Background: an optimization exercise with open tools, aiming at small area. Do not read the settings as production practice. In this exercise RTL edits were held to simulation tests only and were not proved equivalent to the original. Power is estimated from default activity; no workload was simulated.

== old ==
## color_tracker
module color_tracker
(
    input   wire        clk         ,
    input   wire        rst_n       ,
    output  wire [15:0] pix_addr    ,
    output  wire        pix_rden    ,
    input   wire [15:0] pix_data    ,
    output  wire [7:0]  vga_r       ,
    output  wire [7:0]  vga_g       ,
    output  wire [7:0]  vga_b       ,
    output  reg         th_hsync    ,
    output  reg         th_vsync    ,
    output  wire [31:0] x_error     ,
    output  wire [31:0] h_error
 ) ;
function rge;
    input [15:0] a;
    input [15:0] b;
    integer i;
    reg c;
    begin
        c = 1'b1;
        for (i = 0; i < 16; i = i + 1)
            c = (a[i] & ~b[i]) | (~(a[i] ^ b[i]) & c);
==> flow/config.mk <==
export PLATFORM = sky130hd
export DESIGN_NAME = color_tracker
export DESIGN_NICKNAME = color_tracker
export VERILOG_FILES = /design/flow/design.v
export SDC_FILE = /design/flow/constraint.sdc
export NUM_CORES = 4
export LEC_CHECK = 0
export CAP_MARGIN = 0
export CORE_MARGIN = 2
export CORE_UTILIZATION = 65
export CTS_BUF_LIST = sky130_fd_sc_hd__clkbuf_8
export SLEW_MARGIN = 0
export SYNTH_HIERARCHICAL = 1
==> flow/constraint.sdc <==
create_clock -name core_clock -period 12.0 [get_ports {clk}]
set_input_delay 2.4000 -clock core_clock [delete_from_list [all_inputs] [get_ports {clk}]]
set_output_delay 2.4000 -clock core_clock [all_outputs]
set_load 0.01 [all_outputs]
standard.sh (not shown) runs the stock make flow with config.mk's settings and CLKGATE_MAP_FILE= SYNTH_SCRIPT=/design/flow/synth_recipe.tcl, a recipe that flattens the netlist after the stock synthesis.
==> flow/flow/run.sh <==
#!/bin/bash
# The standard layout (standard.sh: the ORFS run, unchanged synthesis),
# with two changes: the buffers ORFS puts on every input and output port are
# the platform's smallest buffer, sky130_fd_sc_hd__buf_1, and clock tree
# synthesis uses clkbuf_8 and inserts no dummy loads.
set -euo pipefail
bash standard.sh "BUFFER_PORTS_ARGS=-buffer_cell sky130_fd_sc_hd__buf_1" \
  "CTS_ARGS=-sink_clustering_enable -repair_clock_nets -buf_list sky130_fd_sc_hd__clkbuf_8 -dont_use_dummy_load" \
  finish > standard_flow.log 2>&1
old completed every stage of the flow, and the final layout passed the timing, design-rule and antenna checks.
Input changes introduced in new (baseline for comparison: old):
# old
export LEC_CHECK = 0
export CAP_MARGIN = 0
export CORE_MARGIN = 2
export CORE_UTILIZATION = 65
export CTS_BUF_LIST = sky130_fd_sc_hd__clkbuf_8
export SLEW_MARGIN = 0
export SYNTH_HIERARCHICAL = 1
create_clock -name core_clock -period 12.0 [get_ports {clk}]
# new
export LEC_CHECK = 0
export CAP_MARGIN = 20
export CORE_MARGIN = 2
export CORE_UTILIZATION = 65
export CTS_BUF_LIST = sky130_fd_sc_hd__clkbuf_8
export SLEW_MARGIN = 20
export SYNTH_HIERARCHICAL = 1
create_clock -name core_clock -period 12.0 [get_ports {clk}]
--- outcome ---
Going from old to new, post-detailed-routing wire length flat; core utilization ~0 delta; part of the power in registers closely matched the old numbers. Number of cells upsized or downsized after cts across new and old: no real change. Routed wire length per instance across new and old: no real change.

* * *

## job 3471
color_tracker, a different RTL version from the one above (not shown whole).
For scale: roughly 1200 cells after synthesis, about 170 flip-flops, roughly 130 I/O pins, about 12000 um2 of cells after synthesis.
==> flow/config.mk <==
export PLATFORM = sky130hd
export DESIGN_NAME = color_tracker
export DESIGN_NICKNAME = color_tracker
export VERILOG_FILES = /design/flow/design.v
export SDC_FILE = /design/flow/constraint.sdc
export NUM_CORES = 4
export LEC_CHECK = 0
export CAP_MARGIN = 20
export CORE_MARGIN = 2
export CORE_UTILIZATION = 65
export CTS_BUF_LIST = sky130_fd_sc_hd__clkbuf_8
export SLEW_MARGIN = 20
export SYNTH_HIERARCHICAL = 1
==> flow/constraint.sdc <==
create_clock -name core_clock -period 12.0 [get_ports {clk}]
set_input_delay 2.4000 -clock core_clock [delete_from_list [all_inputs] [get_ports {clk}]]
set_output_delay 2.4000 -clock core_clock [all_outputs]
set_load 0.01 [all_outputs]
==> flow/flow/run.sh <==
#!/bin/bash
# The standard layout (standard.sh: the ORFS run) with these changes:
# - synthesis uses a copy of ORFS's scripts in ./scripts in which
#   * the logic is mapped with flow/abc.script, an area-oriented ABC script,
#     in place of abc_speed.script, and
#   * Yosys's adder extraction (extract_fa) runs only on the design's full
#     and half adder modules (fa, ha), not on the rest of the logic;
#   the registers are the standard synthesis's;
# - the buffers ORFS puts on every input and output port are the
#   platform's smallest buffer, sky130_fd_sc_hd__buf_1;
# - clock tree synthesis uses clkbuf_8 and inserts no dummy loads.
set -euo pipefail
rm -rf scripts
cp -r "$FLOW_HOME/scripts" scripts
cp flow/abc.script scripts/abc_speed.script
sed -i 's/^  extract_fa {\*}\[dont_use_extract_fa_args\]$/  extract_fa {*}[dont_use_extract_fa_args] fa ha/' scripts/synth.tcl
grep -q 'dont_use_extract_fa_args\] fa ha$' scripts/synth.tcl
bash standard.sh "SCRIPTS_DIR=$PWD/scripts" \
  "BUFFER_PORTS_ARGS=-buffer_cell sky130_fd_sc_hd__buf_1" \
  "CTS_ARGS=-sink_clustering_enable -repair_clock_nets -buf_list {sky130_fd_sc_hd__clkbuf_4 sky130_fd_sc_hd__clkbuf_8} -dont_use_dummy_load" \
  finish > standard_flow.log 2>&1
==> flow/flow/abc.script <==
&get -n
&st
&deepsyn -T 60
&dch
&nf -R 1000
&put
buffer -c
topo
stime -c
upsize -c
dnsize -c
### job 3471 -> job 7133
-- flow/flow/run.sh --
<<< job 3471, line 19
  "BUFFER_PORTS_ARGS=-buffer_cell sky130_fd_sc_hd__buf_1" \
  "CTS_ARGS=-sink_clustering_enable -repair_clock_nets -buf_list {sky130_fd_sc_hd__clkbuf_4 sky130_fd_sc_hd__clkbuf_8} -dont_use_dummy_load" \
  finish > standard_flow.log 2>&1
>>> job 7133, line 19
  "BUFFER_PORTS_ARGS=-buffer_cell sky130_fd_sc_hd__buf_1" \
  "CTS_ARGS=-sink_clustering_enable -repair_clock_nets -buf_list sky130_fd_sc_hd__clkbuf_8 -dont_use_dummy_load" \
  finish > standard_flow.log 2>&1
==> comparison <==
- The flow did not stop early for job 7133: all stages ran, and the layout cleared the timing, design-rule and antenna checks.
- On number of multi-input logic gates, job 7133 and job 3471 are neck and neck.
- From job 3471 to job 7133 the numbers moved as follows: tap cell count saw little to no change; worst hold slack saw little to no change; logic gate share of total power saw little to no change; post-layout instance area saw little to no change.

* * *

color_tracker, a different RTL version from the one above (not shown whole).
Size: roughly 170 flip-flops, roughly 0.014 mm2 of cells after synthesis.
Settings: LEC_CHECK=0, CAP_MARGIN=20, CORE_MARGIN=2, CORE_UTILIZATION=40, SLEW_MARGIN=20, SYNTH_HIERARCHICAL=1; clock period 12.0 ns.
run.sh (not shown) runs the stock make flow with config.mk's settings and CLKGATE_MAP_FILE= SYNTH_SCRIPT=/design/flow/synth_recipe.tcl, a recipe that flattens the netlist after the stock synthesis.
Stock flow here: none of the scripts above is used.
==> next run, changes <==
==> flow/flow/run.sh (new file) <==
#!/bin/bash
# The standard layout (standard.sh: the ORFS run, unchanged synthesis),
# with one change: the buffers ORFS puts on every input and output port are
# the platform's smallest buffer, sky130_fd_sc_hd__buf_1.
set -euo pipefail
bash standard.sh "BUFFER_PORTS_ARGS=-buffer_cell sky130_fd_sc_hd__buf_1" finish > standard_flow.log 2>&1
==> flow/standard.sh (new file) <==
#!/bin/bash
# synth_recipe.tcl (not shown) runs the flow's synth.tcl, then flattens the netlist and writes it again
# the make line also repeats each setting of config.mk as NAME=value (left out here)
make -C /OpenROAD-flow-scripts/flow DESIGN_CONFIG=/design/flow/config.mk WORK_HOME=/design/flow/orfs CLKGATE_MAP_FILE= SYNTH_SCRIPT=/design/flow/synth_recipe.tcl "${@:-finish}"
--- a/flow/config.mk
+++ b/flow/config.mk
@@ -9,3 +9,4 @@
 export CORE_MARGIN = 2
-export CORE_UTILIZATION = 40
+export CORE_UTILIZATION = 65
+export CTS_BUF_LIST = sky130_fd_sc_hd__clkbuf_8
 export SLEW_MARGIN = 20
removed: flow/run.sh
After rerunning: Core utilization rose by 22 points. Count of clock-buffer cells in the layout stays the same. Final cell count fell by about 10%. Hold slack gains 3.4 ps. Power fell by 11%.

## static timing again, ports no longer ideal
No port has a modelled driver above. Below, the same layouts with a new extraction and two added sets of constraints. Step 1, drivers: a clkbuf_16 drives clk and a buf_2 each remaining input, both assumed. Step 2 also shifts input and output timing later by t, the mid clock arrival at the registers, as if the neighbouring blocks saw the same clock. a / b / c = no drivers / after step 1 / after step 2; a / b = the first two.
| run | shift t [ns] | setup slack, ns | slew at the worst register clock pin (ns) |
|---|---|---|---|
| old | 0.489 | 0.410 / 0.370 / 0.860 | 0.10 / 0.10 |
| new | 0.491 | 0.405 / 0.365 / 0.856 | 0.10 / 0.10 |
| job 3471 | 0.475 | 0.450 / 0.415 / 0.890 | 0.09 / 0.09 |
| job 7133 | 0.475 | 0.450 / 0.415 / 0.890 | 0.09 / 0.09 |
| the first run of note 3 | 0.477 | 0.307 / 0.262 / 0.739 | 0.08 / 0.08 |
| the second run of note 3 | 0.506 | 0.350 / 0.312 / 0.818 | 0.11 / 0.11 |
After both steps setup and hold are still met in every run listed.
